Context: an optimization exercise on an open-source flow, tuned for small area, a short achievable clock period and few clock cycles per item. The choices shown serve that exercise and are no tape-out recipe. Where RTL was checked, it was by simulation tests only, not by an equivalence proof against the original. Function not checked in runs 4 and 5: the RTL went through the layout flow alone. Power figures rest on the tool's default switching activity, not on a simulated workload.

==> design.v <==
`timescale 1ns / 1ps
module lz77_decomp_core (
    input  logic        clk,
    input  logic        rst_n,
    input  logic        tok_valid,
    input  logic [7:0]  tok_dist,
    input  logic [3:0]  tok_len,
    input  logic [7:0]  tok_lit,
    input  logic        tok_last,
    output logic        tok_pop,
    input  logic        out_room,      
    input  logic        out_room_nx,   
    output logic        f1_nx,         
    output logic [3:0]  k_nx,          
    output logic        out_push,
    output logic [7:0]  out_byte,
    output logic        out_last
);
    localparam int GBITS = 5;                  
    localparam int GSIZE = 1 << GBITS;
    localparam int NGRP  = 256 >> GBITS;
    localparam int SEG = 32;
    logic [7:0] hist [0:255];
    logic [4:0]             rot;       
    logic                   started;   
    logic                   ok;
    assign ok = (rot == '0);
    logic             c1_v, c1_copy, c1_last, c1_d1;
    logic [7:0]       c1_lit;
    logic [GSIZE-1:0] lo_oh;                   
    logic [7-GBITS:0] c1_hi;                   
    logic [3:0]       k;                       
    logic             c2_v, c2_last;
    logic [NGRP-1:0]  c2_gsel;                 
    logic             c2_psel;                 
    logic [7:0]       part [0:NGRP-1];         
    logic shift, f2, f1;
    assign shift = c2_v && out_room && ok;     
    assign f2    = ok && (!c2_v || out_room);  
    assign f1    = !c1_v || f2;                
    logic c2v_next;
    assign c2v_next = f2 ? c1_v : c2_v;
    logic n_copy;
    assign n_copy  = (k != tok_len);
    assign tok_pop = f1 && tok_valid && !n_copy;
    logic       c1v_next, ok_next;
    logic [4:0] rot_next;
    assign c1v_next = f1 ? tok_valid : c1_v;
    assign rot_next = (!shift && started) ? rot + 1'b1 : rot;
    assign ok_next  = (rot_next == '0);
    assign f1_nx    = !c1v_next || (ok_next && (!c2v_next || out_room_nx));
    assign k_nx     = (f1 && tok_valid) ? (n_copy ? k + 1'b1 : 4'd0) : k;
    logic [7:0]       dm1, dm2;
    logic [GSIZE-1:0] oh1;
    assign dm1 = tok_dist - 8'd1;
    assign dm2 = tok_dist - 8'd2;
    always_comb
        for (int j = 0; j < GSIZE; j++) oh1[j] = (dm1[GBITS-1:0] == j);
    always_ff @(posedge clk) begin
        if (!rst_n) begin
            c1_v    <= 1'b0;
            c2_v    <= 1'b0;
            k       <= '0;
            rot     <= '0;
            started <= 1'b0;
        end else begin
            if (shift)        started <= 1'b1;
            rot  <= rot_next;
            k    <= k_nx;
            c1_v <= c1v_next;
            c2_v <= c2v_next;
        end
    end
    always_ff @(posedge clk) begin
        if (f1) begin
            c1_copy <= n_copy;
            c1_last <= tok_last && !n_copy;
            c1_lit  <= tok_lit;
            c1_d1   <= (tok_dist == 8'd1);
            c1_hi   <= c2v_next ? dm2[7:GBITS] : dm1[7:GBITS];
            lo_oh   <= c2v_next ? {oh1[0], oh1[GSIZE-1:1]} : oh1;
        end
        if (f2) begin
            c2_last <= c1_last;
            c2_psel <= c1_copy && c1_d1 && c2_v;
            for (int g = 0; g < NGRP; g++)
                c2_gsel[g] <= c1_copy ? (!(c1_d1 && c2_v) && (c1_hi == g)) : (g == 0);
            for (int g = 0; g < NGRP; g++) begin
                logic [7:0] acc;
                acc = '0;
                for (int j = 0; j < GSIZE; j++)
                    acc = acc | (hist[g * GSIZE + j] & {8{lo_oh[j]}});
                if (g == 0 && !c1_copy) part[g] <= c1_lit;
                else                    part[g] <= acc;
            end
        end
    end
    logic [7:0] nbyte;
    always_comb begin
        nbyte = hist[0] & {8{c2_psel}};
        for (int g = 0; g < NGRP; g++)
            nbyte = nbyte | (part[g] & {8{c2_gsel[g]}});
    end
    always_ff @(posedge clk) begin
        for (int i = 0; i < 256; i++) begin
            if (i % SEG != 0)  hist[i] <= hist[i-1];
            else if (!shift)   hist[i] <= hist[i+SEG-1];
            else if (i == 0)   hist[i] <= nbyte;
            else               hist[i] <= hist[i-1];
        end
    end
    assign out_push = shift;
    assign out_byte = nbyte;
    assign out_last = c2_last;
endmodule
`timescale 1ns/1ps
module lz77_decomp_stream (
    input  logic        clk,
    input  logic        rst_n,
    input  logic [19:0] s_axis_tdata,
    input  logic        s_axis_tvalid,
    output logic        s_axis_tready,
    input  logic        s_axis_tlast,
    output logic [7:0]  m_axis_tdata,
    output logic        m_axis_tvalid,
    input  logic        m_axis_tready,
    output logic        m_axis_tlast
);
    logic [20:0] h_d;
    logic        h_v;
    logic        in_rdy;
    assign s_axis_tready = in_rdy;
    logic acc, pop_tok;
    assign acc = s_axis_tvalid && in_rdy;
    logic        h_v_nx;
    logic [3:0]  h_len_nx;
    logic        out_room_nx, f1_nx;
    logic [3:0]  k_nx;
    assign h_v_nx   = acc || (h_v && !pop_tok);
    assign h_len_nx = acc ? s_axis_tdata[11:8] : h_d[11:8];
    always_ff @(posedge clk) begin
        if (!rst_n) begin
            h_v    <= 1'b0;
            in_rdy <= 1'b1;
        end else begin
            h_v    <= h_v_nx;
            in_rdy <= !h_v_nx || (f1_nx && (k_nx == h_len_nx));
        end
    end
    always_ff @(posedge clk) begin
        if (acc) h_d <= {s_axis_tlast, s_axis_tdata};
    end
    logic       out_room, out_push, out_last;
    logic [7:0] out_byte;
    lz77_decomp_core u_core (
        .clk       (clk),
        .rst_n     (rst_n),
        .tok_valid (h_v),
        .tok_dist  (h_d[19:12]),
        .tok_len   (h_d[11:8]),
        .tok_lit   (h_d[7:0]),
        .tok_last  (h_d[20]),
        .tok_pop   (pop_tok),
        .out_room  (out_room),
        .out_room_nx (out_room_nx),
        .f1_nx     (f1_nx),
        .k_nx      (k_nx),
        .out_push  (out_push),
        .out_byte  (out_byte),
        .out_last  (out_last)
    );
    logic       o_v, k_v;
    logic [8:0] o_d, k_d;
    assign out_room      = !k_v;
    assign out_room_nx   = !((o_v && !pop) && (k_v || out_push));
    assign m_axis_tvalid = o_v;
    assign m_axis_tdata  = o_d[7:0];
    assign m_axis_tlast  = o_d[8];
    logic pop;
    assign pop = o_v && m_axis_tready;
    always_ff @(posedge clk) begin
        if (!rst_n) begin
            o_v <= 1'b0;
            k_v <= 1'b0;
        end else begin
            if (!o_v || pop) begin
                o_v <= k_v || out_push;
                k_v <= 1'b0;
            end else begin
                k_v <= k_v || out_push;
            end
        end
    end
    always_ff @(posedge clk) begin
        if (!o_v || pop) o_d <= k_v ? k_d : {out_last, out_byte};
        if (!k_v)        k_d <= {out_last, out_byte};
    end
endmodule
==> run.sh <==
#!/bin/bash
# synth_recipe.tcl (not shown) runs the flow's synth.tcl, then flattens the netlist and writes it again
# the make line also repeats each setting of config.mk as NAME=value (left out here)
make -C /OpenROAD-flow-scripts/flow DESIGN_CONFIG=/design/flow/config.mk WORK_HOME=/design/flow/orfs CLKGATE_MAP_FILE= SYNTH_SCRIPT=/design/flow/synth_recipe.tcl finish
==> config.mk <==
export PLATFORM = sky130hd
export DESIGN_NAME = lz77_decomp_stream
export DESIGN_NICKNAME = lz77_decomp_stream
export VERILOG_FILES = /design/flow/design.v
export SDC_FILE = /design/flow/constraint.sdc
export NUM_CORES = 4
export LEC_CHECK = 0
export CAP_MARGIN = 20
export CORE_MARGIN = 2
export CORE_UTILIZATION = 48
export CTS_CLUSTER_DIAMETER = 100
export CTS_CLUSTER_SIZE = 26
export SETUP_SLACK_MARGIN = 4.5
export SLEW_MARGIN = 20
==> constraint.sdc <==
create_clock -name core_clock -period 7.0 [get_ports {clk}]
set_input_delay 1.4000 -clock core_clock [delete_from_list [all_inputs] [get_ports {clk}]]
set_output_delay 1.4000 -clock core_clock [all_outputs]
set_load 0.01 [all_outputs]
==> impl_results.md, run 1 <==
- Max incr delay on CP: about 0.38 ns
- Synthesized instance count: just over 4000
- Starting Density: 48.5%
- Clk sink count: about 2200
- Full die area: 0.126 mm2
- Seq cells post-synth: roughly 2200
- Max-cap violations: 0
- # DRC: 0
- Core Rows: between 100 and 150
- EDFF count, synth: 150
- Grt ovf: 0
- First-iteration detailed-routing DRC count: 4113
- Critical path launch point type: flop
- Switching portion of total power: 22.0%
- Fmax: approximately 370 MHz
- Routed WL per cell: between 20 and 30 um
- Pleak: 24.4 nW
- Clock slew at reported path FFs: 0.10 ns
- Hold Crit Depth: 0
- Yosys warnings: 4
- Hold Crit Class: flop to flop
- Cell Int Power: 0.0156 W
- Async SR Flop Fraction: 0%
- Number of buffers created by CTS: 95
- Final worst path period share: between 30% and 40%
- Post-synthesis adder-cell area fraction: less than 1%
- Slowest CP cell: edfxtp_1
- Synth-to-Final Area Change: 9.45%
- GRT Overall Usage: a little over a quarter
- Longest Clk Path Bufs: 3
- Logic pwr share: a little over 3%
- Initial antenna violation count: 1
- Prevailing post-synth register cell: dfxtp_1
- Syn Nets: between 4000 and 5000
- H-tree Lvls: 3
- Switch Pwr: between 0.004 and 0.005 W
- Nets: between 4000 and 5000
- Most frequent cells in the layout: dfxtp_1, a22oi_1, a221oi_1, nand3_1, edfxtp_1
- Simple-Gate Fraction of Synth Area: 4.46%
- Outcome: timing/DRC/antenna clean
- RSZ-0062 raised after global routing: true
- Worst hold margin: around 0.33 ns
- Share of cells above drive strength 1: 8.33%
- Final WL: 174000 um
- Largest family of logic cells by synthesized area: compound AO/OA/AOI/OAI gates
- First-pass GRT wire length: 249000 um
- Most common cell after layout, fill and taps aside: dfxtp_1
- Worst slew margin: 33.6%
- Final Wtd Congestion: around 0.82
- Distinct cell type count after synthesis: 53
- Core ar.: about 0.12 mm2
- Fin Setup TNS: 0 ns
- Pin count of the biggest net entering global routing: 65
- Synth Area in Compound Gates: about 14%
- CP max FO: 1
- CP endpoint kind: primary output
- Port bufs: 35
- Maximum vdd drop: 0.267 mV
- Worst EP required: approximately 5.6 ns
- Setup-failing EPs final: 0
- Synth Cell Area: 0.0593 mm2
- Post-synthesis sequential area ratio: 77.6%
- TritonRoute pass-1 iters: 6
- Post-DP HPWL: roughly 93000 um
- Vias per Instance: roughly 6.1
- Die width: around 360 um
- WP data arrival: 1.28 ns
- # hold bufs at CTS: 0
- Vias in the first global route: ~36000
- Fin Clk Skew: slightly above 0.04 ns
- Die Span Y: about 360 um
- Final hold vios: 0
- Antenna-violating nets left: 0
- Worst slew pin tran: 0.996 ns
- Seq pwr share: roughly 65%
- Crit path depth: 1
- CP cell instances: buf_2
- CP Class: flop to primary output
- Routed vias: about 36000
- I/O Pins: 36
- Xor and xnor area share after synthesis: 0.207%
- Syn Area/Cell: around 14 um2
- Crit-path leading delay family: flip-flops
- PD cells: just over 300 mW/mm2
- Clock Tree Root: clkbuf_16
- Mux cell area share after synthesis: between 1.5 and 2%
- Worst r2r path cells: 7
- Clock power frac: 32.2%
- Minimum clock period: ~2.7 ns
- Pins Over Slew Limit: 0
- Clock tree from TritonCTS: yes
- Clock latency (worst-skew pair): approximately 0.75 ns
- Worst path bufs/invs: 1
==> final cells by class <==
| class | count | area, um2 |
|---|---|---|
| clock inverter | 7 | 98.8 |
| inverter | 13 | 52.6 |
| antenna | 1 | 2.50 |
| multi-input combinational | 1659 | 12400 |
| clock buffer | 144 | 2580 |
| tap | 1625 | 2030 |
| timing repair buffer | 169 | 1730 |
| fill | 10100 | 57300 |
| sequential | 2223 | 46000 |
==> state kept, by name, summed over array words and instances (netlist names), 3 cells and up <==
name and count:
u_core.rot 5, h_d 21, u_core.lo_oh 32, u_core.c1_hi 3, u_core.c2_gsel 8, u_core.c1_lit 8
u_core.k 4, o_d 9, u_core.part 64, k_d 9, u_core.hist 2048
==> through the flow <==
stage | std cells | instance area (um2) | setup slack, ns | power, W | util [%]
after floorplan | 4147 | 59300 | 4.51 | 0.0134 | -
after global placement | 5637 | 61400 | 3.66 | 0.0138 | 50.2
after detailed placement | 5638 | 61400 | 3.60 | 0.0138 | 50.3
after CTS | 5826 | 64600 | 4.28 | 0.0200 | 52.9
after global routing | 5840 | 64900 | 4.28 | 0.0205 | 53.1
final | 5841 | 64900 | 4.32 | 0.0200 | 53.1
==> what timing repair did <==
action                     in CTS  in global routing
gates resized for setup        90                 42
buffers inserted               36                 11
cloned                          1                  3
setup endpoints to repair     166                 95
pin swaps                       2                  1
==> cells in the mapped netlist, types with 2 or more instances <==
cell type  number  area share, %
dfxtp_1      2073             70
a22oi_1       738            9.3
clkbuf_1      170            1.1
a221oi_1      153            2.3
nand3_1       152            1.3
edfxtp_1      150            7.6
a22o_1        143            2.1
nand4_1       123            1.3
buf_1          74           0.47
mux2_2         74            1.4
or4_1          56           0.71
nor2_1         43           0.27
nand2_1        34           0.22
nor3_1         22           0.19
a222oi_1       16           0.27
a21oi_1        14           0.12
inv_1          13          0.082
and2_1          8          0.084
xor2_1          8           0.12
mux2i_1         7           0.12
nor2b_1         7          0.074
nand2b_1        6          0.063
xnor2_1         6          0.089
buf_2           5          0.042
nor3b_1         4          0.051
o21ai_0         4          0.034
a21boi_0        3          0.038
a31oi_1         3          0.032
and3_1          3          0.032
buf_4           3          0.038
ha_1            3          0.063
nor4_1          3          0.032
nand3b_1        2          0.025
o211a_1         2          0.034
o21a_1          2          0.025
o22ai_1         2          0.021
or2_2           2          0.021
==> kinds of logic (layout without fill, tap and decap cells) <==
| logic type | after synthesis | in the layout |
|---|---|---|
| adder cells (fa/ha/maj) | 4 | 4 |
| other | 0 | 1 |
| buffers and inverters | 265 | 333 |
| XOR/XNOR | 14 | 14 |
| multiplexers | 81 | 81 |
| AND/OR/NAND/NOR | 471 | 471 |
| flip-flops | 2223 | 2223 |
| AO/OA/AOI/OAI | 1089 | 1089 |
==> worst paths after layout <==
check | start | endpoint | slack, ns
max | o_d[3]$_DFFE_PP_ | m_axis_tdata[3] | 4.32
min reg2reg | u_core.hist[107][0]$_DFF_P_ | u_core.hist[108][0]$_DFF_P_ | 0.33
max reg2reg | u_core.rot[0]$_SDFF_PN0_ | u_core.hist[128][5]$_DFF_P_ | 4.52
min | u_core.hist[107][0]$_DFF_P_ | u_core.hist[108][0]$_DFF_P_ | 0.33
==> metal layers <==
metal | part of all wire (%) | wire, um | up-vias | track usage, %
met5 | 0 | 0 | - | 0
met3 | 7.1 | 12400 | 328 | 3.77
li1 | - | - | 15600 | -
met4 | 3.6 | 6260 | 0 | 8.89
met1 | 44 | 76600 | 18300 | 38.1
met2 | 45 | 79200 | 1594 | 42.6
==> power groups by stage <==
stage | logic (W) | registers (W) | clock network (W)
2_1_floorplan | 0.000235 | 0.0132 | 0
3_3_place_gp | 0.000521 | 0.0133 | 0
3_5_place_dp | 0.000525 | 0.0133 | 0
4_1_cts | 0.000592 | 0.0130 | 0.00649
5_1_grt | 0.000622 | 0.0130 | 0.00695
6_report | 0.000624 | 0.0130 | 0.00645
Testbench counts, summed over its fixed seeds: cycles 77,530, bytes 77,498.
==> inputs of run 2 (changes only) <==
--- a/config.mk
+++ b/config.mk
@@ -7,8 +7,8 @@
 export LEC_CHECK = 0
 export CAP_MARGIN = 20
 export CORE_MARGIN = 2
-export CORE_UTILIZATION = 48
+export CORE_UTILIZATION = 40
 export CTS_CLUSTER_DIAMETER = 100
 export CTS_CLUSTER_SIZE = 26
-export SETUP_SLACK_MARGIN = 4.5
+export SETUP_SLACK_MARGIN = 4.2
 export SLEW_MARGIN = 20
==> run 2 against run 1 <==
Net effect:
- via count is 0.36% lower
- count of clock-buffer cells in the layout rose by 7
- wire length decreased by 1.1%
- still clean on timing, DRC and antenna
- global-route usage shrank 4.8 points
- sequential cell count is the same
- area after synthesis unchanged
- die area is 20% higher
- final area decreased by 0.57%
- clock skew is 0.016 ns lower
- synthesized cell count unchanged
==> impl_results.md, run 2 <==
- Worst EP required: 7.15 ns (+1.55 ns)
- Fmax: 334 MHz (-11%)
- Critical path launch point type: flop
- Clock tree from TritonCTS: yes
- Final Wtd Congestion: 0.817 (-0.39%)
- Ant diodes: 0 (-1)
- Port bufs: 35 (unchanged)
- CP max FO: 12 (+11)
- Fin area: 0.0645 mm2 (-0.57%)
- Number of flip-flops in the largest register: 2048 (unchanged)
- Top-count cell post-synth: dfxtp_1
- # DRC: 0 (unchanged)
- Die width: 389 um (+9.4%)
- Pin count of the biggest net entering global routing: 65 (unchanged)
- Outcome: timing/DRC/antenna clean
- Max-cap violations: 0 (unchanged)
- Clock latency (worst-skew pair): 0.74 ns (about the same)
- Post-synthesis sequential area ratio: 77.6% (unchanged)
- Prevailing post-synth register cell: dfxtp_1
- Async SR Flop Fraction: 0% (unchanged)
- Worst slew margin: 26.4% (-7.2 points)
- Pins Over Slew Limit: 0 (unchanged)
- Clock Tree Root: clkbuf_16
- Setup-failing EPs final: 0 (unchanged)
- GRT Overall Usage: 22.1% (-4.8 points)
- Dpl cells: 5937 (+5.3%)
- Worst setup margin: 4.01 ns (-0.316 ns)
- EDFF count, synth: 150 (unchanged)
- Hold Crit Class: flop to flop
- Number of buffers created by CTS: 95 (unchanged)
- Non-filler instance count after layout: 6101 (+4.5%)
- Yosys warnings: 4 (unchanged)
- Distinct cell type count after synthesis: 53 (unchanged)
- Seq cells post-synth: 2223 (unchanged)
- WP data arrival: 3.14 ns (+1.86 ns)
- Most common cell after layout, fill and taps aside: dfxtp_1
- Cell taking the most area after synthesis: dfxtp_1
- Pleak: 24.1 nW (-1.5%)
- Synth area leaders: dfxtp_1, a22oi_1, edfxtp_1
- Routed vias: 35600 (-0.36%)
- Die Span Y: 389 um (+9.4%)
- First-iteration detailed-routing DRC count: 4443 (+8.0%)
- Synthesized instance count: 4147 (unchanged)
- CP Class: flop to flop
- Syn Nets: 4175 (unchanged)
- Core Rows: 141 (+10%)
- H-tree Lvls: 3 (unchanged)
- Syn Area/Cell: 14.3 um2 (unchanged)
- Final hold vios: 0 (unchanged)
- I/O Pins: 36 (unchanged)
- RSZ-0062 raised after global routing: true
- Synth Cell Area: 0.0593 mm2 (unchanged)
- Grt ovf: 0 (unchanged)
- Final worst path period share: 42.7% (+4.5 points)
- Starting Density: 40.2% (-8.3 points)
- Most frequent cells in the layout: dfxtp_1, a22oi_1, a221oi_1, nand3_1, edfxtp_1
- Fin Setup TNS: 0 ns (unchanged)
- Most flops, register: u_core.hist
- Maximum vdd drop: 0.206 mV (-23%)
- Post-DP HPWL: 92200 um (-1.3%)
- Vias per Instance: 5.84 (-4.6%)
- CP endpoint kind: flop
- Yosys top cell area share: 70.0% (unchanged)
- Fin Clk Skew: 0.0248 ns (-0.0161 ns)
- First-pass GRT wire length: 246000 um (-1.0%)
- Nets: 4141 (-1.1%)
- PD cells: 310 mW/mm2 (+0.33%)
- Commonest cells in the netlist: dfxtp_1, a22oi_1, clkbuf_1
- Dpl cell area: 0.0617 mm2 (+0.51%)
- Tot Pwr: 0.0200 W (-0.25%)
- Routed WL per cell: 28.3 um (-5.3%)
- Final WL: 173000 um (-1.1%)
- Antenna-violating nets left: 0 (unchanged)
- Core ar.: 0.147 mm2 (+21%)
- Vias in the first global route: 35200 (-1.3%)
- Minimum clock period: 2.99 ns (+0.316 ns)
- Initial antenna violation count: 2 (+1)
- Pre-CTS setup slack: 3.77 ns (+0.167 ns)
- Worst slew pin tran: 1.10 ns (+0.102 ns)
- Longest Clk Path Bufs: 3 (unchanged)
- Clock slew at reported path FFs: 0.10 ns (about the same)
- Synth-to-Final Area Change: 8.83%
- Clk sink count: 2223 (unchanged)
- Full die area: 0.151 mm2 (+20%)
- Share of cells above drive strength 1: 6.74% (-1.6 points)
- TritonRoute pass-1 iters: 8 (+2)
- Largest regs: u_core.hist x2048, u_core.part x64, u_core.lo_oh x32
[run 2: report_power, final]
group,switching (W),total [W],internal [W]
clock network,0.00380,0.00646,0.00266
logic,0.000430,0.000535,0.000105
registers,0.0000963,0.0130,0.0129
[run 2: routing by layer]
| layer | vias to the layer above | part of all wire, % | global-route usage (%) |
|---|---|---|---|
| met5 | - | 0 | 0 |
| met4 | 0 | 3.3 | 6.87 |
| met1 | 18200 | 44 | 31.3 |
| met2 | 1654 | 45 | 34.8 |
| met3 | 322 | 7.6 | 3.31 |
| li1 | 15500 | - | - |
[run 2: cell families (layout without fill, tap and decap cells)]
| logic type | count (synthesis) | in the layout | synth area share (%) |
|---|---|---|---|
| xor+xnor | 14 | 14 | 0.207 |
| compound gates | 1089 | 1089 | 14.5 |
| simple gates | 471 | 471 | 4.46 |
| mux | 81 | 81 | 1.52 |
| buf+inv | 265 | 289 | 1.71 |
| flops | 2223 | 2223 | 77.6 |
| fa+ha+maj | 4 | 4 | 0.0802 |
[run 2: cell type report]
type / count / area (um2)
fill: 13200 / 82900
sequential: 2223 / 46000
multi-input combinational: 1659 / 12300
clock buffer: 151 / 2670
tap: 1930 / 2410
timing repair buffer: 120 / 1040
inverter: 13 / 52.6
clock inverter: 4 / 42.5
timing repair inverter: 1 / 5.00
[run 2: critical path: stages (launching register included)]
cell and delay, ns:
dfxtp_1 0.46, inv_1 0.09, ha_1 0.23, nor4b_2 0.19, nand2_1 0.39, clkinvlp_2 1.04
[run 2: per-stage QoR]
step                util [%]  hold slack [ns]
detailed placement      41.9            0.336
finish                  43.8            0.341
floorplan                  -            0.330
global placement        41.9            0.332
global route            43.8            0.345
CTS                     43.7            0.340
[run 2: final timing paths]
kind                               start                           to  slack, ns  depth (start not counted)
max             u_core.rot[0]$_SDFF_PN0_     u_core.c2_last$_DFFE_PP_       4.01                          5
min          u_core.hist[163][2]$_DFF_P_  u_core.hist[164][2]$_DFF_P_       0.34                          0
max reg2reg     u_core.rot[0]$_SDFF_PN0_     u_core.c2_last$_DFFE_PP_       4.01                          5
min reg2reg  u_core.hist[163][2]$_DFF_P_  u_core.hist[164][2]$_DFF_P_       0.34                          0
[run 2: repair_timing]
item,4_1_cts,5_1_grt
hold buffers,0,0
setup buffers,2,6
gates cloned,0,1
endpoints found under the setup margin,116,102
resized for setup,30,9
==> inputs of run 3 (changes only) <==
--- a/config.mk
+++ b/config.mk
@@ -10,5 +10,5 @@
 export CORE_UTILIZATION = 40
 export CTS_CLUSTER_DIAMETER = 100
 export CTS_CLUSTER_SIZE = 26
-export SETUP_SLACK_MARGIN = 4.2
+export SETUP_SLACK_MARGIN = 4.4
 export SLEW_MARGIN = 20
==> run 3 against run 2 <==
Net effect:
- still clean on timing, DRC and antenna
- worst setup slack improved by 0.34 ns
- sequential power about the same
- count of clock-buffer cells in the layout increased by 2
- register-to-register slack improved by 0.42 ns
- wire length increased by 0.30%
- critical path depth decreased by 4
- cell count decreased by 0.18%
- via count increased by 0.20%
- final area increased by 0.34%
- worst hold slack got worse by 0.0065 ns
- fmax increased by 13%
- critical path type is now flop to primary output
- critical endpoint is now m_axis_tlast
- largest cell class unchanged
==> impl_results.md, run 3 <==
- Outcome: timing/DRC/antenna clean
- Fin util: 43.9% (+0.15 points)
- Prevailing post-synth register cell: dfxtp_1
- First-pass GRT wire length: 248000 um (+0.44%)
- Pins Over Slew Limit: 0 (unchanged)
- Clock tree from TritonCTS: yes
- Distinct cell type count after synthesis: 53 (unchanged)
- # DRC: 0 (unchanged)
- EDFF count, synth: 150 (unchanged)
- Syn Nets: 4175 (unchanged)
- CP max FO: 1 (-11)
- GRT Overall Usage: 22.1% (+0.064 points)
- Die Span Y: 389 um (unchanged)
- Starting Density: 40.2% (unchanged)
- Port bufs: 35 (unchanged)
- PD cells: 309 mW/mm2 (about the same)
- Fin Setup TNS: 0 ns (unchanged)
- Clock slew at reported path FFs: 0.10 ns (about the same)
- # hold bufs at CTS: 0 (unchanged)
- Cell taking the most area after synthesis: dfxtp_1
- Core ar.: 0.147 mm2 (unchanged)
- Max-cap violations: 0 (unchanged)
- Max incr delay on CP: 0.38 ns (-0.66 ns)
- RSZ-0062 raised after global routing: true
- Routed vias: 35700 (+0.20%)
- Slowest CP cell: edfxtp_1
- Post-synthesis sequential area ratio: 77.6% (unchanged)
- Die width: 389 um (unchanged)
- Antenna-violating nets left: 0 (unchanged)
- CP Class: flop to primary output
- H-tree Lvls: 3 (unchanged)
- Pleak: 24.1 nW (about the same)
- Clock Tree Root: clkbuf_16
- Commonest cells in the netlist: dfxtp_1, a22oi_1, clkbuf_1
- Nets: 4126 (-0.36%)
- Clk sink count: 2223 (unchanged)
- Final worst path period share: 37.9% (-4.9 points)
- Worst path bufs/invs: 1 (-1)
- Maximum vdd drop: 0.189 mV (-8.5%)
- Top-count cell post-synth: dfxtp_1
- Yosys top cell area share: 70.0% (unchanged)
- Core Rows: 141 (unchanged)
- Final Wtd Congestion: 0.825 (+1.0%)
- Syn Area/Cell: 14.3 um2 (unchanged)
- TritonRoute pass-1 iters: 6 (-2)
- Crit-path leading delay family: flip-flops
- Critical path launch point type: flop
- Full die area: 0.151 mm2 (unchanged)
- Final hold vios: 0 (unchanged)
- Pin count of the biggest net entering global routing: 65 (unchanged)
- Worst slew pin tran: 1.06 ns (-0.0360 ns)
- Fin Clk Skew: 0.0324 ns (+0.00768 ns)
- Worst hold margin: 0.335 ns (-0.00650 ns)
- Number of flip-flops in the largest register: 2048 (unchanged)
- Yosys warnings: 4 (unchanged)
- Grt ovf: 0 (unchanged)
- Final WL: 173000 um (+0.30%)
- Synthesized instance count: 4147 (unchanged)
- Worst EP required: 5.60 ns (-1.55 ns)
- Longest Clk Path Bufs: 3 (unchanged)
- Share of cells above drive strength 1: 6.76% (+0.019 points)
- Dpl cells: 5923 (-0.24%)
- Async SR Flop Fraction: 0% (unchanged)
- Most common cell after layout, fill and taps aside: dfxtp_1
- Synth Cell Area: 0.0593 mm2 (unchanged)
- Non-filler instance count after layout: 6090 (-0.18%)
- Initial antenna violation count: 1 (-1)
- Vias per Instance: 5.86 (+0.38%)
- CP cell instances: buf_2
- Setup-failing EPs final: 0 (unchanged)
- Worst slew margin: 29.2% (+2.8 points)
- Most frequent cells in the layout: dfxtp_1, a22oi_1, a221oi_1, nand3_1, edfxtp_1
- Synth area leaders: dfxtp_1, a22oi_1, edfxtp_1
- Routed WL per cell: 28.4 um (+0.49%)
- WP data arrival: 1.25 ns (-1.89 ns)
- Minimum clock period: 2.65 ns (-0.342 ns)
- Hold Crit Class: flop to flop
- Vias in the first global route: 35400 (+0.41%)
- First-iteration detailed-routing DRC count: 4324 (-2.7%)
- Clock latency (worst-skew pair): 0.73 ns (about the same)
- I/O Pins: 36 (unchanged)
- Fmax: 377 MHz (+13%)
- Most flops, register: u_core.hist
- CP endpoint kind: primary output
- Post-DP HPWL: 89400 um (-2.9%)
- Largest regs: u_core.hist x2048, u_core.part x64, u_core.lo_oh x32
- Synth-to-Final Area Change: 9.20%
- Seq cells post-synth: 2223 (unchanged)
- Number of buffers created by CTS: 95 (unchanged)
-- run 3: cell count changes in the layout (fill, tap and decap cells not counted), moves of 3 or more --
| cell | before | now |
|---|---|---|
| buf_4 | 74 | 26 |
| buf_12 | 3 | 17 |
| buf_6 | 7 | 21 |
| buf_2 | 4 | 9 |
| buf_8 | 1 | 6 |
| clkdlybuf4s15_1 | 5 | 0 |
| nand2_2 | 0 | 3 |
-- run 3: per-layer routing --
metal	share of wire [%]	wire length, um	up-vias	track usage (%)
met2	46	79000	1611	35.4
li1	-	-	15400	-
met5	0.011	19	-	0
met3	7.3	12700	300	3.14
met1	44	76400	18300	31.5
met4	2.9	5010	2	5.76
-- run 3: worst paths after layout --
| kind | startpoint | to | slack (ns) | depth (start not counted) |
|---|---|---|---|---|
| worst min register to register | u_core.hist[166][7]$_DFF_P_ | u_core.hist[167][7]$_DFF_P_ | 0.33 | 0 |
| worst max register to register | u_core.lo_oh[12]$_DFFE_PP_ | u_core.part[1][0]$_DFFE_PP_ | 4.43 | 6 |
| worst max-delay path | o_d[8]$_DFFE_PP_ | m_axis_tlast | 4.35 | 1 |
| worst min-delay path | u_core.hist[166][7]$_DFF_P_ | u_core.hist[167][7]$_DFF_P_ | 0.33 | 0 |
-- run 3: through the flow --
step / total power [W] / setup slack, ns / cell area [um2]
2_1_floorplan: 0.0134 / 4.45 / 59300
3_3_place_gp: 0.0138 / 3.74 / 61700
5_1_grt: 0.0206 / 4.29 / 64800
6_report: 0.0200 / 4.35 / 64800
3_5_place_dp: 0.0138 / 3.71 / 61700
4_1_cts: 0.0201 / 4.30 / 64600
-- run 3: kinds of logic after synthesis --
group | after synthesis | synth area share (%)
flip-flops | 2223 | 77.6
AO/OA/AOI/OAI | 1089 | 14.5
AND/OR/NAND/NOR | 471 | 4.46
buffers and inverters | 265 | 1.71
multiplexers | 81 | 1.52
XOR/XNOR | 14 | 0.207
adder cells (fa/ha/maj) | 4 | 0.0802
-- run 3: final cells by class --
cell class	count	area, um2
Fill cell	13200	82700
Sequential cell	2223	46000
Multi-Input combinational cell	1660	12300
Clock buffer	153	2680
Tap cell	1930	2410
Timing Repair Buffer	105	1200
Clock inverter	5	60.1
Inverter	13	52.6
Antenna cell	1	2.50
-- run 3: power breakdown --
part	switching, W	internal (W)
logic	0.000435	0.000112
clock network	0.00382	0.00268
registers	0.000101	0.0129
total	0.00435	0.0157
-- run 3: timing repair --
action / in CTS / in global routing
setup endpoints to repair: 172 / 92
setup buffers: 6 / 0
pin swaps: 1 / 0
cloned: 1 / 1
gates resized for setup: 82 / 39
==> inputs of run 4 (changes only) <==
--- a/design.v
+++ b/design.v
@@ -19,9 +19,9 @@
     localparam int GBITS = 5;                  
     localparam int GSIZE = 1 << GBITS;
     localparam int NGRP  = 256 >> GBITS;
-    localparam int SEG = 32;
+    localparam int SEG = 64;
     logic [7:0] hist [0:255];
-    logic [4:0]             rot;       
+    logic [5:0]             rot;       
     logic                   started;   
     logic                   ok;
     assign ok = (rot == '0);
@@ -44,7 +44,7 @@
     assign n_copy  = (k != tok_len);
     assign tok_pop = f1 && tok_valid && !n_copy;
     logic       c1v_next, ok_next;
-    logic [4:0] rot_next;
+    logic [5:0] rot_next;
     assign c1v_next = f1 ? tok_valid : c1_v;
     assign rot_next = (!shift && started) ? rot + 1'b1 : rot;
     assign ok_next  = (rot_next == '0);
==> run 4 against run 3 <==
Net effect:
- largest power group unchanged
- critical path type unchanged
- clock skew decreased by 0.0024 ns
- critical endpoint is now m_axis_tdata[6]
- area after synthesis decreased by 0.57%
- die area decreased by 0.56%
- worst hold slack about the same
- first-iteration DRC count increased by 1.4%
- utilization increased by 0.10 points
- synthesized cell count increased by 0.24%
- fmax decreased by 1.6%
- final area decreased by 0.72%
- cell count increased by 0.16%
==> impl_results.md, run 4 <==
- CP max FO: 1 (unchanged)
- Share of cells above drive strength 1: 5.71% (-1.0 points)
- Hold Crit Class: flop to flop
- CP Class: flop to primary output
- Yosys warnings: 4 (unchanged)
- Most frequent cells in the layout: dfxtp_1, a22oi_1, a221oi_1, edfxtp_1, nand3_1
- Cell taking the most area after synthesis: dfxtp_1
- Vias per Instance: 5.82 (-0.62%)
- Worst path bufs/invs: 1 (unchanged)
- EDFF count, synth: 150 (unchanged)
- Slowest CP cell: edfxtp_1
- Final Wtd Congestion: 0.806 (-2.3%)
- Max incr delay on CP: 0.41 ns (+0.03 ns)
- Synth area leaders: dfxtp_1, a22oi_1, edfxtp_1
- Core ar.: 0.146 mm2 (-0.95%)
- Initial antenna violation count: 0 (-1)
- CP endpoint kind: primary output
- Synth-to-Final Area Change: 9.03%
- Wl on met1: 75900 um (-0.68%)
- Ant diodes: 0 (-1)
- Final WL: 173000 um (-0.16%)
- Starting Density: 40.4% (+0.15 points)
- Core Rows: 140 (-0.71%)
- Grt ovf: 0 (unchanged)
- Clock tree from TritonCTS: yes
- Die width: 388 um (-0.28%)
- Port bufs: 35 (unchanged)
- Nets: 4149 (+0.56%)
- Number of buffers created by CTS: 95 (unchanged)
- Async SR Flop Fraction: 0% (unchanged)
- First-pass GRT wire length: 247000 um (-0.19%)
- Prevailing post-synth register cell: dfxtp_1
- Distinct cell type count after synthesis: 54 (+1.9%)
- I/O Pins: 36 (unchanged)
- Fillcell total: 13200 (-0.23%)
- Syn Nets: 4185 (+0.24%)
- Yosys top cell area share: 70.4% (+0.43 points)
- PD cells: 313 mW/mm2 (+1.3%)
- Antenna-violating nets left: 0 (unchanged)
- Max Used Layer: met4
- Minimum clock period: 2.69 ns (+0.0438 ns)
- Most flops, register: u_core.hist
- Pin count of the biggest net entering global routing: 65 (unchanged)
- Clock latency (worst-skew pair): 0.74 ns (about the same)
- Clk sink count: 2224 (+0.045%)
- Clock slew at reported path FFs: 0.10 ns (about the same)
- Setup-failing EPs final: 0 (unchanged)
- Routed WL per cell: 28.3 um (-0.33%)
- Final hold vios: 0 (unchanged)
- WP data arrival: 1.29 ns (+0.04 ns)
- Worst EP required: 5.60 ns (about the same)
- Longest Clk Path Bufs: 3 (unchanged)
- Worst slew margin: 28.8% (-0.39 points)
- Number of flip-flops in the largest register: 2048 (unchanged)
- Die Span Y: 388 um (-0.28%)
- Full die area: 0.151 mm2 (-0.56%)
- Vias in the first global route: 35200 (-0.42%)
- # DRC: 0 (unchanged)
- GRT Overall Usage: 22.3% (+0.15 points)
- CP cell instances: buf_2
- Post-synthesis sequential area ratio: 78.0% (+0.48 points)
- TritonRoute pass-1 iters: 6 (unchanged)
- RSZ-0062 raised after global routing: true
- Pleak: 23.9 nW (-0.61%)
- Top-count cell post-synth: dfxtp_1
- Maximum vdd drop: 0.243 mV (+29%)
- Routed vias: 35500 (-0.45%)
- Critical path launch point type: flop
- Fin Setup TNS: 0 ns (unchanged)
- Synthesized instance count: 4157 (+0.24%)
- First-iteration detailed-routing DRC count: 4386 (+1.4%)
- Post-DP HPWL: 89500 um (about the same)
- Crit-path leading delay family: flip-flops
- Max-cap violations: 0 (unchanged)
- Clock Tree Root: clkbuf_16
- # hold bufs at CTS: 0 (unchanged)
- Met3 wire len: 13200 um (+3.5%)
- WL met2: 78200 um (-1.0%)
- Final worst path period share: 38.5% (+0.63 points)
- Pins Over Slew Limit: 0 (unchanged)
- Fmax: 371 MHz (-1.6%)
- Largest regs: u_core.hist x2048, u_core.part x64, u_core.lo_oh x32
- H-tree Lvls: 3 (unchanged)
- Synth Cell Area: 0.0590 mm2 (-0.57%)
- Worst slew pin tran: 1.07 ns (+0.00422 ns)
- Fin Clk Skew: 0.0301 ns (-0.00239 ns)
- Outcome: timing/DRC/antenna clean
- Seq cells post-synth: 2224 (+0.045%)
- Syn Area/Cell: 14.2 um2 (-0.81%)
- Dpl cell area: 0.0614 mm2 (-0.51%)
- Most common cell after layout, fill and taps aside: dfxtp_1
- Fin area: 0.0643 mm2 (-0.72%)
- Commonest cells in the netlist: dfxtp_1, a22oi_1, clkbuf_1
==> run 4: final timing paths <==
path	start	endpoint	slack, ns	cells after the start
min reg2reg	u_core.hist[46][5]$_DFF_P_	u_core.hist[47][5]$_DFF_P_	0.34	0
min	u_core.hist[46][5]$_DFF_P_	u_core.hist[47][5]$_DFF_P_	0.34	0
max reg2reg	u_core.lo_oh[11]$_DFFE_PP_	u_core.part[6][4]$_DFFE_PP_	4.39	6
max	o_d[6]$_DFFE_PP_	m_axis_tdata[6]	4.31	1
==> run 4: worst reg2reg max path, cell delays in order, from the launching register on <==
cell and delay, ns:
edfxtp_1 0.37, buf_4 0.38, buf_6 0.45, a22o_1 0.28, a221oi_1 0.21, nand3_1 0.11
or4_1 0.52
==> run 4: area by class of cell <==
| cell class | instances | area, um2 | area share [%] |
|---|---|---|---|
| repair buffers | 118 | 1140 | 1.77 |
| multi-input cells | 1671 | 12000 | 18.7 |
| flip-flops and latches | 2224 | 46000 | 71.6 |
| clock buffers | 151 | 2590 | 4.02 |
| well taps | 1917 | 2400 | 3.73 |
| clock inverters | 8 | 100 | 0.156 |
| inverters | 11 | 45.0 | 0.0701 |
==> run 4: logic make-up (layout without fill, tap and decap cells) <==
family                     count (synthesis)  count (layout)  synth area share, %
and+or+nand+nor                          533             534                 4.94
AOI/OAI and AO/OA                       1095            1095                 14.6
adders and majority gates                  4               4               0.0806
muxes                                     23              23                0.429
xor gates and xnor gates                  15              15                0.236
buffers and inverters                    263             288                 1.68
DFF                                     2224            2224                 78.0
==> run 4: where the power goes <==
group / switching, W / internal, W / total (W)
Clock: 0.00385 / 0.00259 / 0.00644
Sequential: 0.000114 / 0.0129 / 0.0131
Combinational: 0.000517 / 0.000129 / 0.000646
Total: 0.00448 / 0.0157 / 0.0201
==> run 4: through the flow <==
step / worst slack, ns / power (W) / hold WS (ns) / util [%] / std cells
finish: 4.31 / 0.0201 / 0.335 / 44.0 / 6100
global route: 4.27 / 0.0207 / 0.341 / 44.0 / 6100
CTS: 4.27 / 0.0202 / 0.342 / 43.9 / 6098
detailed placement: 3.73 / 0.0140 / 0.336 / 42.0 / 5930
global placement: 3.60 / 0.0140 / 0.332 / 42.0 / 5930
floorplan: 4.40 / 0.0136 / 0.330 / - / 4157
==> run 4: repair_timing <==
| item | 4_1_cts | 5_1_grt |
|---|---|---|
| buffers inserted | 8 | 2 |
| gates cloned | 1 | 0 |
| resized for setup | 67 | 29 |
| endpoints found under the setup margin | 90 | 64 |
| hold endpoints to repair | 0 | 0 |
| pin swaps | 2 | 1 |
==> run 4: metal layers <==
layer | track usage (%) | up-vias
li1 | - | 15500
met3 | 3.15 | 294
met2 | 35.2 | 1629
met4 | 7.23 | 0
met1 | 31.5 | 18100
met5 | 0 | -
==> inputs of run 5 (changes only) <==
--- a/config.mk
+++ b/config.mk
@@ -9,6 +9,6 @@
 export CORE_MARGIN = 2
 export CORE_UTILIZATION = 40
 export CTS_CLUSTER_DIAMETER = 100
-export CTS_CLUSTER_SIZE = 26
+export CTS_CLUSTER_SIZE = 30
 export SETUP_SLACK_MARGIN = 4.4
 export SLEW_MARGIN = 20
==> run 5 against run 4 <==
Net effect:
- still clean
- wire length fell by 0.11%
- sequential cell count did not move
- largest power group unchanged
- critical path type unchanged
- global-route usage barely moved
- via count fell by 0.21%
==> impl_results.md, run 5 <==
- Routed WL per cell: 28.4 um (+0.19%)
- H-tree Lvls: 3 (unchanged)
- Fmax: 370 MHz (-0.23%)
- Clk sink count: 2224 (unchanged)
- Most frequent cells in the layout: dfxtp_1, a22oi_1, a221oi_1, edfxtp_1, nand3_1
- Grt ovf: 0 (unchanged)
- Hold Crit Class: flop to flop
- Max incr delay on CP: 0.41 ns (about the same)
- CP max FO: 1 (unchanged)
- Initial antenna violation count: 0 (unchanged)
- Most flops, register: u_core.hist
- RSZ-0062 raised after global routing: true
- Synth area leaders: dfxtp_1, a22oi_1, edfxtp_1
- Clock slew at reported path FFs: 0.11 ns (about the same)
- Syn Nets: 4185 (unchanged)
- Top-count cell post-synth: dfxtp_1
- Pleak: 23.8 nW (-0.46%)
- Largest regs: u_core.hist x2048, u_core.part x64, u_core.lo_oh x32
- Core ar.: 0.146 mm2 (unchanged)
- Core Rows: 140 (unchanged)
- Synth-to-Final Area Change: 8.68%
- Yosys top cell area share: 70.4% (unchanged)
- Pin count of the biggest net entering global routing: 65 (unchanged)
- Prevailing post-synth register cell: dfxtp_1
- PD cells: 311 mW/mm2 (-0.82%)
- Commonest cells in the netlist: dfxtp_1, a22oi_1, clkbuf_1
- Critical path launch point type: flop
- Longest Clk Path Bufs: 3 (unchanged)
- I/O Pins: 36 (unchanged)
- Clock tree from TritonCTS: yes
- Syn Area/Cell: 14.2 um2 (unchanged)
- Setup-failing EPs final: 0 (unchanged)
- Fin Setup TNS: 0 ns (unchanged)
- Share of cells above drive strength 1: 5.50% (-0.22 points)
- Simple-Gate Fraction of Synth Area: 4.94% (unchanged)
- First-iteration detailed-routing DRC count: 4237 (-3.4%)
- # DRC: 0 (unchanged)
- Worst EP required: 5.60 ns (about the same)
- Most common cell after layout, fill and taps aside: dfxtp_1
- Xor and xnor area share after synthesis: 0.236% (unchanged)
- Area of the multi-input gates: 0.0120 mm2 (unchanged)
- Die Span Y: 388 um (unchanged)
- Vias in the first global route: 35000 (-0.62%)
- Clock latency (worst-skew pair): 0.72 ns (-0.02 ns)
- Seq cells post-synth: 2224 (unchanged)
- Post-synthesis adder-cell area fraction: 0.0806% (unchanged)
- Synth Cell Area: 0.0590 mm2 (unchanged)
- Number of buffers created by CTS: 85 (-11%)
- TritonRoute pass-1 iters: 6 (unchanged)
- Mux cell area share after synthesis: 0.429% (unchanged)
- # hold bufs at CTS: 0 (unchanged)
- First-pass GRT wire length: 247000 um (-0.19%)
- Worst slew pin tran: 0.998 ns (-0.0687 ns)
- Final WL: 173000 um (-0.11%)
- Fin Clk Skew: 0.0432 ns (+0.0131 ns)
- Ant diodes: 0 (unchanged)
- Minimum clock period: 2.70 ns (+0.00612 ns)
- Fin util: 43.9% (-0.14 points)
- Final hold vios: 0 (unchanged)
- Worst path bufs/invs: 1 (unchanged)
- Pins Over Slew Limit: 0 (unchanged)
- Final worst path period share: 38.6% (+0.087 points)
- WP data arrival: 1.30 ns (about the same)
- CP cell instances: buf_2
- CP Class: flop to primary output
- Yosys warnings: 4 (unchanged)
- Post-DP HPWL: 89500 um (unchanged)
- Largest family of logic cells by synthesized area: compound AO/OA/AOI/OAI gates
- Crit-path leading delay family: flip-flops
- Port bufs: 35 (unchanged)
- Synthesized instance count: 4157 (unchanged)
- Maximum vdd drop: 0.244 mV (+0.25%)
- Number of flip-flops in the largest register: 2048 (unchanged)
- Clock Tree Root: clkbuf_16
- Antenna-violating nets left: 0 (unchanged)
- Vias per Instance: 5.83 (about the same)
- Max-cap violations: 0 (unchanged)
- Fillcell total: 13200 (+0.061%)
- Worst slew margin: 33.4% (+4.6 points)
- Synth Area in Compound Gates: 14.6% (unchanged)
- EDFF count, synth: 150 (unchanged)
- Nets: 4138 (-0.27%)
- Final Wtd Congestion: 0.806 (unchanged)
- FF-to-FF setup slack: 4.44 ns (+0.05 ns)
- CP endpoint kind: primary output
- Sequential cell area: 0.0460 mm2 (unchanged)
- Async SR Flop Fraction: 0% (unchanged)
- Distinct cell type count after synthesis: 54 (unchanged)
- Post-synthesis sequential area ratio: 78.0% (unchanged)
- Die width: 388 um (unchanged)
- GRT Overall Usage: 22.3% (-0.038 points)
- Outcome: timing/DRC/antenna clean
- Slowest CP cell: edfxtp_1
- Full die area: 0.151 mm2 (unchanged)
- Cell taking the most area after synthesis: dfxtp_1
- Starting Density: 40.4% (unchanged)
- Routed vias: 35500 (-0.21%)
run 5: changes by cell type in the layout (fill, tap and decap cells not counted):
cell	change
buf_8	-3
buf_4	+1
clkbuf_16	-8
clkinv_4	+1
inv_6	-5
inv_16	-1
clkbuf_1	-8
clkinv_8	+1
buf_12	+1
inv_4	+1
clkbuf_8	+1
inv_2	-1
clkinv_16	+2
run 5: cell families after synthesis:
group	after synthesis
xor gates and xnor gates	15
DFF	2224
and+or+nand+nor	533
AOI/OAI and AO/OA	1095
adders and majority gates	4
buffers and inverters	263
muxes	23
run 5: path summary, 6_finish.rpt:
path,start,end,depth (start not counted)
worst max-delay path,o_d[6]$_DFFE_PP_,m_axis_tdata[6],1
worst min-delay path,u_core.hist[253][3]$_DFF_P_,u_core.hist[254][3]$_DFF_P_,0
worst max register to register,u_core.lo_oh[11]$_DFFE_PP_,u_core.part[6][4]$_DFFE_PP_,6
worst min register to register,u_core.hist[253][3]$_DFF_P_,u_core.hist[254][3]$_DFF_P_,0
run 5: metal layers:
layer	share of wire [%]	up-vias	GRT usage [%]	wire length (um)
met5	0	-	0	0
met2	45	1645	35.0	77800
met3	7.9	285	3.44	13600
met4	3.2	0	7.10	5520
met1	44	18100	31.5	75800
li1	-	15400	-	-
run 5: report_power, final:
group          switching (W)  internal, W  leakage, nW
registers           0.000113       0.0130         18.4
logic               0.000517     0.000125         4.21
clock network        0.00381      0.00240         1.19
total                0.00444       0.0155         23.8
run 5: final cells by class:
cell class	instances	share of cell area (%)
multi-input cells	1671	18.7
flip-flops and latches	2224	71.8
clock inverters	6	0.189
clock buffers	136	3.70
inverters	11	0.0742
repair buffers	117	1.75
well taps	1917	3.74
run 5: per-stage QoR:
step,std cells,power (W),hold slack (ns),cell area [um2],worst slack (ns)
floorplan,4157,0.0136,0.330,59000,4.40
global placement,5930,0.0140,0.332,61400,3.60
detailed placement,5930,0.0140,0.336,61400,3.73
CTS,6081,0.0200,0.328,64000,4.26
global route,6082,0.0204,0.327,64100,4.24
finish,6082,0.0199,0.328,64100,4.30
run 5: repair_timing:
action	CTS	global route
endpoints found under the setup margin	90	107
pin swaps	2	0
setup buffers	8	1
gates resized for setup	67	30
gates cloned	1	0
==> inputs of run 6 (changes only) <==
--- a/design.v
+++ b/design.v
@@ -191,8 +191,14 @@
             end
         end
     end
-    always_ff @(posedge clk) begin
-        if (!o_v || pop) o_d <= k_v ? k_d : {out_last, out_byte};
-        if (!k_v)        k_d <= {out_last, out_byte};
+    logic [8:0] o_h;
+    logic       o_ld;
+    logic [8:0] o_new;
+    assign o_ld  = !o_v || pop;
+    assign o_new = k_v ? k_d : {out_last, out_byte};
+    always_ff @(posedge clk) begin
+        o_d <= o_ld ? o_new : o_h;
+        o_h <= o_ld ? o_new : o_d;
+        if (!k_v) k_d <= {out_last, out_byte};
     end
 endmodule
--- a/config.mk
+++ b/config.mk
@@ -9,6 +9,6 @@
 export CORE_MARGIN = 2
 export CORE_UTILIZATION = 40
 export CTS_CLUSTER_DIAMETER = 100
-export CTS_CLUSTER_SIZE = 30
-export SETUP_SLACK_MARGIN = 4.4
+export CTS_CLUSTER_SIZE = 26
+export SETUP_SLACK_MARGIN = 4.6
 export SLEW_MARGIN = 20
==> run 6 against run 5 <==
Net effect:
- still clean
- area after synthesis increased by 0.49%
- global-route usage rose by 0.41 points
- count of clock-buffer cells in the layout grew 12
- critical endpoint is now m_axis_tdata[7]
==> impl_results.md, run 6 <==
- Outcome: timing/DRC/antenna clean
- Synth Area in Compound Gates: 14.6% (+0.060 points)
- Yosys top cell area share: 70.7% (+0.26 points)
- Mux cell area share after synthesis: 0.374% (-0.055 points)
- Tot Pwr: 0.0203 W (+1.8%)
- RSZ-0062 raised after global routing: true
- Nets: 4268 (+3.1%)
- Clk sink count: 2233 (+0.40%)
- # DRC: 0 (unchanged)
- Top-count cell post-synth: dfxtp_1
- Number of buffers created by CTS: 96 (+13%)
- Initial antenna violation count: 6 (+6)
- Ant diodes: 0 (unchanged)
- Critical path launch point type: flop
- Worst setup margin: 4.42 ns (+0.119 ns)
- Syn Nets: 4244 (+1.4%)
- Final WL: 183000 um (+5.8%)
- Most flops, register: u_core.hist
- H-tree Lvls: 3 (unchanged)
- Core Rows: 141 (+0.71%)
- Most frequent cells in the layout: dfxtp_1, a22oi_1, nand3_1, a22o_1, a221oi_1
- Slowest CP cell: dfxtp_2
- Most common cell after layout, fill and taps aside: dfxtp_1
- Crit-path leading delay family: flip-flops
- Distinct cell type count after synthesis: 57 (+5.6%)
- EDFF count, synth: 141 (-6.0%)
- Dpl cell area: 0.0617 mm2 (+0.53%)
- Async SR Flop Fraction: 0% (unchanged)
- CP max FO: 2 (+1)
- Cell taking the most area after synthesis: dfxtp_1
- Prevailing post-synth register cell: dfxtp_1
- First-pass GRT wire length: 252000 um (+2.3%)
- Setup-failing EPs final: 0 (unchanged)
- Post-synthesis adder-cell area fraction: 0.0633% (-0.017 points)
- Core ar.: 0.147 mm2 (+0.96%)
- Full die area: 0.151 mm2 (+0.49%)
- Final hold vios: 0 (unchanged)
- Port bufs: 35 (unchanged)
- Vias per Instance: 5.87 (+0.68%)
- Synth Cell Area: 0.0593 mm2 (+0.49%)
- Worst path bufs/invs: 1 (unchanged)
- Number of flip-flops in the largest register: 2048 (unchanged)
- Worst hold start: u_core.hist[248][3]$_DFF_P_
- Final worst path period share: 36.9% (-1.7 points)
- Worst slew pin tran: 0.933 ns (-0.0653 ns)
- Pin count of the biggest net entering global routing: 65 (unchanged)
- Synthesized instance count: 4216 (+1.4%)
- Worst Hold End: u_core.hist[249][3]$_DFF_P_
- Max-cap violations: 0 (unchanged)
- Clock slew at reported path FFs: 0.10 ns (about the same)
- GRT Overall Usage: 22.7% (+0.41 points)
- Grt ovf: 0 (unchanged)
- Starting Density: 40.2% (-0.19 points)
- Fin Setup TNS: 0 ns (unchanged)
- Synth-to-Final Area Change: 11.2%
- Seq cells post-synth: 2233 (+0.40%)
- Clock Tree Root: clkbuf_16
- Post-synthesis sequential area ratio: 77.8% (-0.23 points)
- Largest family of logic cells by synthesized area: compound AO/OA/AOI/OAI gates
- Simple-Gate Fraction of Synth Area: 5.20% (+0.26 points)
- Share of cells above drive strength 1: 7.77% (+2.3 points)
- Syn Area/Cell: 14.1 um2 (-0.92%)
- Worst slew margin: 37.7% (+4.4 points)
- Fillcell total: 13200 (-0.076%)
- Worst r2r src: u_core.c2_gsel[1]$_SDFFCE_PN0P_
- Yosys warnings: 4 (unchanged)
- Xor and xnor area share after synthesis: 0.234% (-0.0011 points)
- Post-DP HPWL: 92400 um (+3.2%)
- FF-to-FF setup slack: 4.54 ns (+0.10 ns)
- First-iteration detailed-routing DRC count: 4466 (+5.4%)
- Routed WL per cell: 29.4 um (+3.4%)
- Pleak: 24.7 nW (+3.4%)
- Die width: 389 um (+0.24%)
- Minimum clock period: 2.58 ns (-0.119 ns)
- Worst r2r path cells: 6 (unchanged)
- Commonest cells in the netlist: dfxtp_1, a22oi_1, clkbuf_1
- Reg-to-reg endpoint: o_d[5]$_DFF_P_
- Vias in the first global route: 35900 (+2.6%)
- Antenna-violating nets left: 0 (unchanged)
- Fin Clk Skew: 0.0300 ns (-0.0132 ns)
- # hold bufs at CTS: 0 (unchanged)
- CP Class: flop to primary output
- PD cells: 308 mW/mm2 (-0.97%)
- I/O Pins: 36 (unchanged)
- TritonRoute pass-1 iters: 6 (unchanged)
- Longest Clk Path Bufs: 3 (unchanged)
- Largest regs: u_core.hist x2048, u_core.part x64, u_core.lo_oh x32
- Fin area: 0.0659 mm2 (+2.8%)
- Fmax: 387 MHz (+4.6%)
- CP endpoint kind: primary output
- Final Wtd Congestion: 0.825 (+2.3%)
- WP data arrival: 1.18 ns (-0.12 ns)
- Max incr delay on CP: 0.34 ns (-0.07 ns)
- Routed vias: 36500 (+3.1%)
- Hold Crit Class: flop to flop
- Synth area leaders: dfxtp_1, a22oi_1, edfxtp_1
- Pins Over Slew Limit: 0 (unchanged)
- Pre-CTS setup slack: 3.67 ns (-0.0568 ns)
- Clock latency (worst-skew pair): 0.72 ns (about the same)
- Hold Crit Depth: 0 (unchanged)
- Clock tree from TritonCTS: yes
- Die Span Y: 389 um (+0.24%)
- Worst EP required: 5.60 ns (about the same)
- Maximum vdd drop: 0.224 mV (-8.0%)
- CP cell instances: buf_6
==> run 6: per-stage QoR <==
stage               hold slack [ns]  cells  util [%]
finish                        0.337   6227      44.7
global route                  0.349   6227      44.7
global placement              0.332   6000      41.8
CTS                           0.340   6178      44.1
detailed placement            0.336   6000      41.8
floorplan                     0.330   4216         -
==> run 6: area by class of cell <==
class | count | area [um2] | share of cell area [%]
repair inverters | 3 | 22.5 | 0.0342
inverters | 11 | 47.5 | 0.0722
multi-input cells | 1724 | 12400 | 18.8
flip-flops and latches | 2233 | 46100 | 70.0
clock buffers | 148 | 2620 | 3.98
well taps | 1930 | 2410 | 3.67
clock inverters | 7 | 68.8 | 0.104
repair buffers | 171 | 2160 | 3.28
==> run 6: timing repair <==
action,4_1_cts,5_1_grt
cloned,7,13
endpoints found under the setup margin,200,120
buffers inserted,16,36
pin swaps,4,10
resized for setup,145,75
==> run 6: worst reg2reg max path, delay by kind of cell, from the launching register on <==
| family | cells | cell delay, ns |
|---|---|---|
| compound gates | 2 | 0.80 |
| flops | 1 | 0.70 |
| simple gates | 3 | 0.50 |
| mux | 1 | 0.38 |
==> run 6: layer usage <==
metal	GRT usage, %	part of all wire, %	routed length (um)	vias up
met5	0.861	0.023	42	-
met4	7.79	3.5	6470	6
met3	3.36	7.7	14100	348
met2	36.5	46	83800	1796
met1	31.1	43	78300	18700
li1	-	-	-	15700
==> run 6: power by group <==
group | total, W | internal (W) | switching [W]
sequential | 0.0131 | 0.0130 | 0.000133
clock | 0.00645 | 0.00262 | 0.00383
combinational | 0.000725 | 0.000187 | 0.000538
total | 0.0203 | 0.0158 | 0.00450
==> run 6: how the worst max path moves through the flow <==
| stage | start | end | slack, ns | cells past startpoint |
|---|---|---|---|---|
| 2_1_floorplan | s_axis_tvalid | in_rdy$_SDFF_PN1_ | 4.44 | 6 |
| 6_report | o_d[7]$_DFF_P_ | m_axis_tdata[7] | 4.42 | 1 |
| 3_5_place_dp | s_axis_tvalid | in_rdy$_SDFF_PN1_ | 3.67 | 7 |
| 4_1_cts | o_d[7]$_DFF_P_ | m_axis_tdata[7] | 4.38 | 1 |
| 3_3_place_gp | s_axis_tvalid | in_rdy$_SDFF_PN1_ | 3.69 | 7 |
| 5_1_grt | o_d[7]$_DFF_P_ | m_axis_tdata[7] | 4.36 | 1 |
==> run 6: cells by family after synthesis <==
group | count (synthesis)
buffers and inverters | 261
and+or+nand+nor | 582
muxes | 20
adders and majority gates | 3
DFF | 2233
xor gates and xnor gates | 15
AOI/OAI and AO/OA | 1102
Testbench counts of run 6, summed over its fixed seeds: cycles 77,530, bytes 77,498.
==> inputs of run 7 (changes only) <==
--- a/config.mk
+++ b/config.mk
@@ -5,10 +5,10 @@
 export SDC_FILE = /design/flow/constraint.sdc
 export NUM_CORES = 4
 export LEC_CHECK = 0
-export CAP_MARGIN = 20
+export CAP_MARGIN = 5
 export CORE_MARGIN = 2
 export CORE_UTILIZATION = 40
 export CTS_CLUSTER_DIAMETER = 100
 export CTS_CLUSTER_SIZE = 26
-export SETUP_SLACK_MARGIN = 4.6
-export SLEW_MARGIN = 20
+export SETUP_SLACK_MARGIN = 4.5
+export SLEW_MARGIN = 5
==> run 7 against run 6 <==
Net effect:
- via count down 1.4%
- largest power group unchanged
- sequential share of layout area up 0.89 points
- critical path depth unchanged
- highest routed layer unchanged
- count of clock-buffer cells in the layout unchanged
- area after synthesis unchanged
- non-clock buffer count down 40
- fmax up 0.17%
- global-route usage down 0.26 points
==> impl_results.md, run 7 <==
- Outcome: timing/DRC/antenna clean
- Max incr delay on CP: 0.36 ns (+0.02 ns)
- Pins Over Slew Limit: 0 (unchanged)
- Clock Tree Root: clkbuf_16
- Fin Setup TNS: 0 ns (unchanged)
- Pleak: 24.3 nW (-1.5%)
- Top-count cell post-synth: dfxtp_1
- Die Span Y: 389 um (unchanged)
- Final hold vios: 0 (unchanged)
- Final Wtd Congestion: 0.825 (unchanged)
- Cell Int Power: 0.0157 W (-0.23%)
- Ant diodes: 0 (unchanged)
- Number of flip-flops in the largest register: 2048 (unchanged)
- WP data arrival: 1.18 ns (about the same)
- Longest Clk Path Bufs: 3 (unchanged)
- Grt ovf: 0 (unchanged)
- Fillcell total: 13200 (+0.59%)
- CP max FO: 2 (unchanged)
- CP endpoint kind: primary output
- Distinct cell type count after synthesis: 57 (unchanged)
- PD cells: 311 mW/mm2 (+0.95%)
- Antenna-violating nets left: 0 (unchanged)
- Maximum vdd drop: 0.224 mV (-0.34%)
- Fin area: 0.0650 mm2 (-1.3%)
- Most common cell after layout, fill and taps aside: dfxtp_1
- Clock power frac: 31.9% (about the same)
- Seq cells post-synth: 2233 (unchanged)
- Setup-failing EPs final: 0 (unchanged)
- Synth area leaders: dfxtp_1, a22oi_1, edfxtp_1
- Vias per Instance: 5.83 (-0.71%)
- Worst hold start: u_core.hist[248][3]$_DFF_P_
- GRT Overall Usage: 22.4% (-0.26 points)
- Clk sink count: 2233 (unchanged)
- Nets: 4226 (-0.98%)
- Syn Area/Cell: 14.1 um2 (unchanged)
- Clock latency (worst-skew pair): 0.72 ns (about the same)
- Crit-path leading delay family: flip-flops
- First-pass GRT wire length: 250000 um (-0.77%)
- Logic pwr share: 3.3% (-0.3 points)
- Number of buffers created by CTS: 96 (unchanged)
- First-iteration detailed-routing DRC count: 4221 (-5.5%)
- Synthesized instance count: 4216 (unchanged)
- Most flops, register: u_core.hist
- Yosys warnings: 4 (unchanged)
- Dpl cell area: 0.0617 mm2 (unchanged)
- # DRC: 0 (unchanged)
- RSZ-0062 raised after global routing: true
- Switching portion of total power: 22.1% (-0.083 points)
- EDFF count, synth: 141 (unchanged)
- Core ar.: 0.147 mm2 (unchanged)
- Port bufs: 35 (unchanged)
- Final WL: 177000 um (-3.2%)
- Pin count of the biggest net entering global routing: 65 (unchanged)
- Worst path bufs/invs: 1 (unchanged)
- Crit path from: in_rdy$_SDFF_PN1_
- Fin Clk Skew: 0.0225 ns (-0.00757 ns)
- I/O Pins: 36 (unchanged)
- Worst EP required: 5.60 ns (about the same)
- Die width: 389 um (unchanged)
- CP cell instances: buf_6
- Core Rows: 141 (unchanged)
- Routed vias: 36000 (-1.4%)
- Final worst path period share: 36.8% (-0.062 points)
- Hold Crit Class: flop to flop
- Area of the multi-input gates: 0.0123 mm2 (-0.79%)
- Syn Nets: 4244 (unchanged)
- Initial antenna violation count: 1 (-5)
- Critical path launch point type: flop
- Fin util: 44.1% (-0.57 points)
- Yosys top cell area share: 70.7% (unchanged)
- CP Class: flop to primary output
- H-tree Lvls: 3 (unchanged)
- Most frequent cells in the layout: dfxtp_1, a22oi_1, a221oi_1, nand3_1, a22o_1
- Seq pwr share: 64.8% (+0.2 points)
- Max-cap violations: 0 (unchanged)
- Worst r2r src: u_core.c2_gsel[4]$_SDFFCE_PN0P_
- Post-DP HPWL: 92400 um (unchanged)
- Full die area: 0.151 mm2 (unchanged)
- Synth Cell Area: 0.0593 mm2 (unchanged)
- Slowest CP cell: dfxtp_4
- Switch Pwr: 0.00447 W (-0.71%)
- Synth-to-Final Area Change: 9.75%
- Vias in the first global route: 35800 (-0.22%)
- Prevailing post-synth register cell: dfxtp_1
- # hold bufs at CTS: 0 (unchanged)
- Tot Pwr: 0.0202 W (-0.34%)
- Largest regs: u_core.hist x2048, u_core.part x64, u_core.lo_oh x32
- Share of cells above drive strength 1: 6.44% (-1.3 points)
- Starting Density: 40.2% (unchanged)
- Fmax: 388 MHz (+0.17%)
- Clock tree from TritonCTS: yes
- Async SR Flop Fraction: 0% (unchanged)
- Minimum clock period: 2.58 ns (-0.00437 ns)
- Post-synthesis sequential area ratio: 77.8% (unchanged)
- Worst slew margin: 38.0% (+0.22 points)
- Sequential cell area: 0.0461 mm2 (about the same)
- Clock slew at reported path FFs: 0.09 ns (about the same)
- TritonRoute pass-1 iters: 5 (-1)
- Worst slew pin tran: 0.930 ns (-0.00322 ns)
- Cell taking the most area after synthesis: dfxtp_1
- Commonest cells in the netlist: dfxtp_1, a22oi_1, clkbuf_1
- Routed WL per cell: 28.6 um (-2.6%)
==> run 7: cell types whose count changed in the layout (fill, tap and decap cells not counted), moves of 2 or more <==
cell	delta
clkbuf_16	-7
a221oi_2	-6
clkinvlp_4	-2
buf_4	-15
a221oi_1	+6
dfxtp_1	+2
bufbuf_16	-4
nand3_2	-2
nand3_1	+2
buf_12	-3
buf_6	-4
dfxtp_4	-2
buf_16	-7
==> run 7: final timing paths <==
check	end	slack (ns)	depth (start not counted)
max	s_axis_tready	4.42	1
min	u_core.hist[249][3]$_DFF_P_	0.34	0
max reg2reg	o_d[5]$_DFF_P_	4.51	6
min reg2reg	u_core.hist[249][3]$_DFF_P_	0.34	0
==> run 7: logic make-up (layout without fill, tap and decap cells) <==
logic type      after synthesis  in the layout  synth area share [%]
fa+ha+maj                     3              3                0.0634
mux                          20             20                 0.374
simple gates                582            584                  5.20
xor+xnor                     15             15                 0.234
buf+inv                     261            298                  1.66
flops                      2233           2233                  77.8
compound gates             1102           1102                  14.6
==> run 7: per-layer routing <==
layer  routed length, um  share of wire (%)  GRT usage, %  up-vias
met4                6020                3.4          7.72        4
met5                 200               0.11         0.861        -
li1                    -                  -             -    15700
met3               11800                6.7          3.19      302
met2               81500                 46          36.2     1567
met1               77400                 44          30.8    18500
==> run 7: timing repair <==
action | CTS | global route
setup buffers | 13 | 10
endpoints found under the setup margin | 155 | 95
pin swaps | 1 | 3
gates cloned | 3 | 4
gates resized for setup | 116 | 34
==> run 7: cell type report <==
class,count,area share (%)
Clock buffer,148,4.03
Clock inverter,7,0.106
Inverter,11,0.0693
Multi-Input combinational cell,1724,18.9
Sequential cell,2233,70.9
Tap cell,1930,3.71
Timing Repair Buffer,131,2.22
Timing Repair inverter,1,0.0115
==> run 7: power by group through the flow <==
| stage | clock, W | sequential (W) | combinational [W] |
|---|---|---|---|
| after floorplan | 0 | 0.0133 | 0.000278 |
| after global placement | 0 | 0.0134 | 0.000594 |
| after detailed placement | 0 | 0.0134 | 0.000596 |
| after CTS | 0.00649 | 0.0131 | 0.000625 |
| after global routing | 0.00694 | 0.0131 | 0.000663 |
| final | 0.00645 | 0.0131 | 0.000658 |
==> run 7: per-stage QoR <==
stage	setup WS, ns	hold WS [ns]	instances
after floorplan	4.44	0.330	4216
after global placement	3.69	0.332	6000
after detailed placement	3.67	0.336	6000
after CTS	4.37	0.340	6171
after global routing	4.36	0.349	6185
final	4.42	0.337	6185

## what the ideal ports hide
Ports are ideal in the flow. The routed layouts listed here were re-timed in OpenROAD. Step 1 (the two cells are an assumption about what drives the block):
set clk [get_ports {clk}]
set_driving_cell -lib_cell sky130_fd_sc_hd__clkbuf_16 $clk
set_driving_cell -lib_cell sky130_fd_sc_hd__buf_2 [delete_from_list [all_inputs] $clk]
Step 2, shift: input delay + t, output delay - t, t = (earliest + latest rising clock arrival at the registers) / 2. This alone moves slack from input paths to output paths. a / b / c = no drivers / after step 1 / after step 2; a / b = the first two.
run	shift t [ns]	slack for setup (ns)	worst setup path after step 2	cell pins on the clock port's net
run 1	0.807	4.324 / 4.244 / 3.876	input to register	1
run 2	0.805	4.008 / 4.008 / 3.730	input to register	1
run 3	0.786	4.349 / 4.271 / 3.819	input to register	1
run 4	0.800	4.306 / 4.224 / 3.728	input to register	1
run 5	0.782	4.299 / 4.220 / 3.731	input to register	1
run 6	0.782	4.418 / 4.344 / 3.948	input to register	1
run 7	0.790	4.422 / 4.344 / 3.888	input to register	1
After both steps setup and hold are still met in every run listed. For run 4, which loses most, drivers alone change the setup slack by -0.082 ns; drivers and shift together by -0.578 ns.
